What follows belongs to an exercise in optimizing a design on an open flow for small area; a production flow would make more cautious choices.
Only simulation tests tie the RTL to the original design; equivalence was not proved.
Power is estimated from default activity; no workload was simulated.

==> flow/design.v (excerpt) <==
module snake(
    input clk,
    input UP,
    input DOWN,
    input LEFT,
    input RIGHT,
    input in_rst,
    input switch_J15,
    input switch_M13,
    input rx,
    output O_hs,
    output O_vs,
    output reg po_flag,
    output reg [4:0] move_state,
    output reg [1:0] general_state,
    output reg flag_isdead,
    output [3:0] O_red,
    output [3:0] O_green,
    output [3:0] O_blue
);
Size: roughly 2600 cells after synthesis, ~0.021 sq mm of cells after synthesis.
clock: 40.0 ns
lec_check: 0
cap_margin: 20
core_margin: 2
core_utilization: 70
cts_buf_list: sky130_fd_sc_hd__clkbuf_4 sky130_fd_sc_hd__clkbuf_8
cts_cluster_size: 30
slew_margin: 20
run.sh (not shown) runs the stock make flow with config.mk's settings and CLKGATE_MAP_FILE= SYNTH_SCRIPT=/design/flow/synth_recipe.tcl, a recipe that flattens the netlist after the stock synthesis.
The starting point completed with no timing, DRC or antenna violations.
Change:
CORE_UTILIZATION = 40   (was 70)
CTS_BUF_LIST = unset   (was sky130_fd_sc_hd__clkbuf_4 sky130_fd_sc_hd__clkbuf_8)
CTS_CLUSTER_SIZE = unset   (was 30)
Result: The new run finished with timing, DRC and antenna clean; register-to-register slack loses 0.26 ns; routed wire length went up by 5.1%; cell count went up by 9.6%; first-iteration DRC count went down by 16%; power went up by 9.6%; critical path depth does not change; non-clock buffer count went up by 2; area after synthesis does not change; clock-buffer cell count went down by 22; fmax went down by 0.38%; setup slack loses 0.042 ns.

========
## v15
Another version of the RTL of snake (not shown whole).
For scale: roughly 2100 cells after synthesis, ~350 flip-flops, roughly 18000 sq um of cells after synthesis.
export LEC_CHECK = 0
export CAP_MARGIN = 20
export CORE_MARGIN = 2
export CORE_UTILIZATION = 50
export GPL_TIMING_DRIVEN = 0
export SLEW_MARGIN = 20
create_clock -name core_clock -period 40.0 [get_ports {clk}]
standard.sh (not shown) runs the stock make flow with config.mk's settings and CLKGATE_MAP_FILE= SYNTH_SCRIPT=/design/flow/synth_recipe.tcl, a recipe that flattens the netlist after the stock synthesis.
==> flow/flow/run.sh <==
#!/bin/bash
# The standard ORFS layout with two changes:
#  - synthesis maps the combinational logic with an area-oriented ABC script
#    (flow/area.script); everything before ABC, flip-flop mapping included,
#    is the standard flow's synthesis script unchanged, so registers keep names and cells;
#  - clock tree synthesis uses larger sink clusters and no dummy loads.
# Each tool's output goes to the ORFS logs under orfs/logs; make's own output
# goes to orfs_make.log in this folder.
set -euo pipefail
WORK="$(cd "$(dirname "${BASH_SOURCE[0]}")/.." && pwd)"
cd "$WORK"
SCRIPT="$WORK/flow/area.script"

{
  cat <<TCL
proc abc {args} {
  set i [lsearch \$args -script]
  if {\$i >= 0} { set args [lreplace \$args [expr {\$i+1}] [expr {\$i+1}] {$SCRIPT}] }
  set j [lsearch \$args -D]
  if {\$j >= 0} { set args [lreplace \$args \$j [expr {\$j+1}]] }
  yosys abc {*}\$args
}
TCL
  cat "$WORK/synth_recipe.tcl"
} > "$WORK/area_synth.tcl"

sed "s|$WORK/synth_recipe.tcl|$WORK/area_synth.tcl|g" "$WORK/standard.sh" > "$WORK/area_standard.sh"
grep -q "area_synth.tcl" "$WORK/area_standard.sh"

export CTS_ARGS="$(cat "$WORK/flow/cts_args.txt")"
bash "$WORK/area_standard.sh" finish > "$WORK/orfs_make.log" 2>&1
test -f "$WORK/out/final.def"
==> flow/flow/area.script <==
strash
dc2
dch -f
amap
strash
dch -f
amap
topo
==> flow/flow/cts_args.txt <==
-sink_clustering_enable -repair_clock_nets -dont_use_dummy_load -buf_list {sky130_fd_sc_hd__clkbuf_16} -sink_clustering_size 25 -sink_clustering_max_diameter 100
Both conditions hold for v15: the flow ran to the end and the final layout passed the timing, DRC and antenna checks.
Input changes introduced in v27 (baseline for comparison: v15):
- CAP_MARGIN now 5, was 20
- SLEW_MARGIN now 5, was 20
-- flow/flow/run.sh --
<<< v15, line 6
#  - clock tree synthesis uses larger sink clusters and no dummy loads.
>>> v27, line 6
#  - clock tree synthesis uses larger sink clusters and no dummy loads;
#  - every port still gets its own buffer, a buf_1.
<<< v15, line 31
>>> v27, line 32
export BUFFER_PORTS_ARGS="-buffer_cell sky130_fd_sc_hd__buf_1"
--- outcome ---
[v27] flow finished | final checks: failed | reasons: max-capacitance violations, max-slew violations
For the cell depth of the worst flop-to-flop path, v27 came in 3 higher than v15 did.
Looking at v27 and v15, the hold slack is a wash.
Going from v15 to v27, cell area shrank slightly.
Delta (v27 minus v15): final critical delay including setup and external delays down 220 ps, final period utilization down 0.54 points.
For v59, these inputs were changed with respect to v27:
- a deleted GPL_TIMING_DRIVEN that had been 0
- a change of SLEW_MARGIN from 5 to 20
- a change of CAP_MARGIN from 5 to 20
-- flow/flow/run.sh --
<<< v27, line 6
#  - clock tree synthesis uses larger sink clusters and no dummy loads;
#  - every port still gets its own buffer, a buf_1.
>>> v59, line 6
#  - clock tree synthesis uses larger sink clusters and no dummy loads.
<<< v27, line 32
export BUFFER_PORTS_ARGS="-buffer_cell sky130_fd_sc_hd__buf_1"
>>> v59, line 31
==> flow/flow/cts_args.txt <==
-sink_clustering_enable -repair_clock_nets -dont_use_dummy_load -buf_list {sky130_fd_sc_hd__clkbuf_8 sky130_fd_sc_hd__clkbuf_16} -sink_clustering_size 20 -sink_clustering_max_diameter 80
Notes after the runs:
v59: all stages complete, timing, DRC and antenna checks passed. The static power due to leakage of v59 was inferior to that of v27. Launching instance or port of the critical path = col[1]: v27; launching instance or port of the critical path = row[1]: v59. Compare v59 and v27 | share of final layout cell area taken by clock buffers and inverters lower: v27. v27 has a lower final routed wirelength across all metal layers than v59. Relative contribution of the clock network to total power ended up 2.6 points higher on v59 than on v27.
Here is what was changed in the inputs of v55 compared with v59.
- GPL_TIMING_DRIVEN: unset -> 0
-- flow/flow/run.sh --
<<< v59, line 6
#  - clock tree synthesis uses larger sink clusters and no dummy loads.
>>> v55, line 6
#  - clock tree synthesis uses larger sink clusters and no dummy loads;
#  - every port still gets its own buffer, a buf_1.
<<< v59, line 31
>>> v55, line 32
export BUFFER_PORTS_ARGS="-buffer_cell sky130_fd_sc_hd__buf_1"
==> flow/flow/cts_args.txt <==
-sink_clustering_enable -repair_clock_nets -dont_use_dummy_load -buf_list {sky130_fd_sc_hd__clkbuf_16} -sink_clustering_size 25 -sink_clustering_max_diameter 100
On fmax, v55 does better than v59. Relative to v59, v55 improves first-iteration DRC count. The worst hold-check slack was comparable across v55 and v59. v55 ended up with a lower power than v59 did. [v55] relative contribution of combinational cells to total power fell 5.0 points relative to v59. Between v55 and v59, the max-cap check violation count does not differ in any meaningful way. Diff v59..v55 | adder-cell share of the synthesized area | unchanged. The final reports for v55 and v59 show reported net switching power lower in the former. Final instance area (v55 vs. v59) decreases by a few percent. In v55, core utilization is lower than in v59.

[afterwards: timing with drivers on the ports]
In the flow no input, the clock included, has a driving cell. The finished layouts below were timed again as built, in two steps. Step 1 assumes that a clkbuf_16 drives the clock port and a buf_2 every other input. Step 2, shift: input delay + t, output delay - t, t = (earliest + latest rising clock arrival at the registers) / 2. This alone moves slack from input paths to output paths. Three values: ideal ports, drivers, drivers and shift; two values: the first two.
run	t, ns	setup WS [ns]	latest minus earliest clock arrival (ns)	pins driven straight from the clock port
the first run of note 1	0.674	29.081 / 29.031 / 29.705	0.028 / 0.027	1
the second run of note 1	0.631	29.039 / 28.982 / 29.613	0.016 / 0.015	1
v15	0.603	27.016 / 26.960 / 27.562	0.021 / 0.021	1
v27	0.602	27.231 / 27.175 / 27.777	0.042 / 0.042	1
v59	0.623	28.124 / 28.065 / 28.687	0.052 / 0.051	1
v55	0.595	28.523 / 28.467 / 29.062	0.033 / 0.033	1
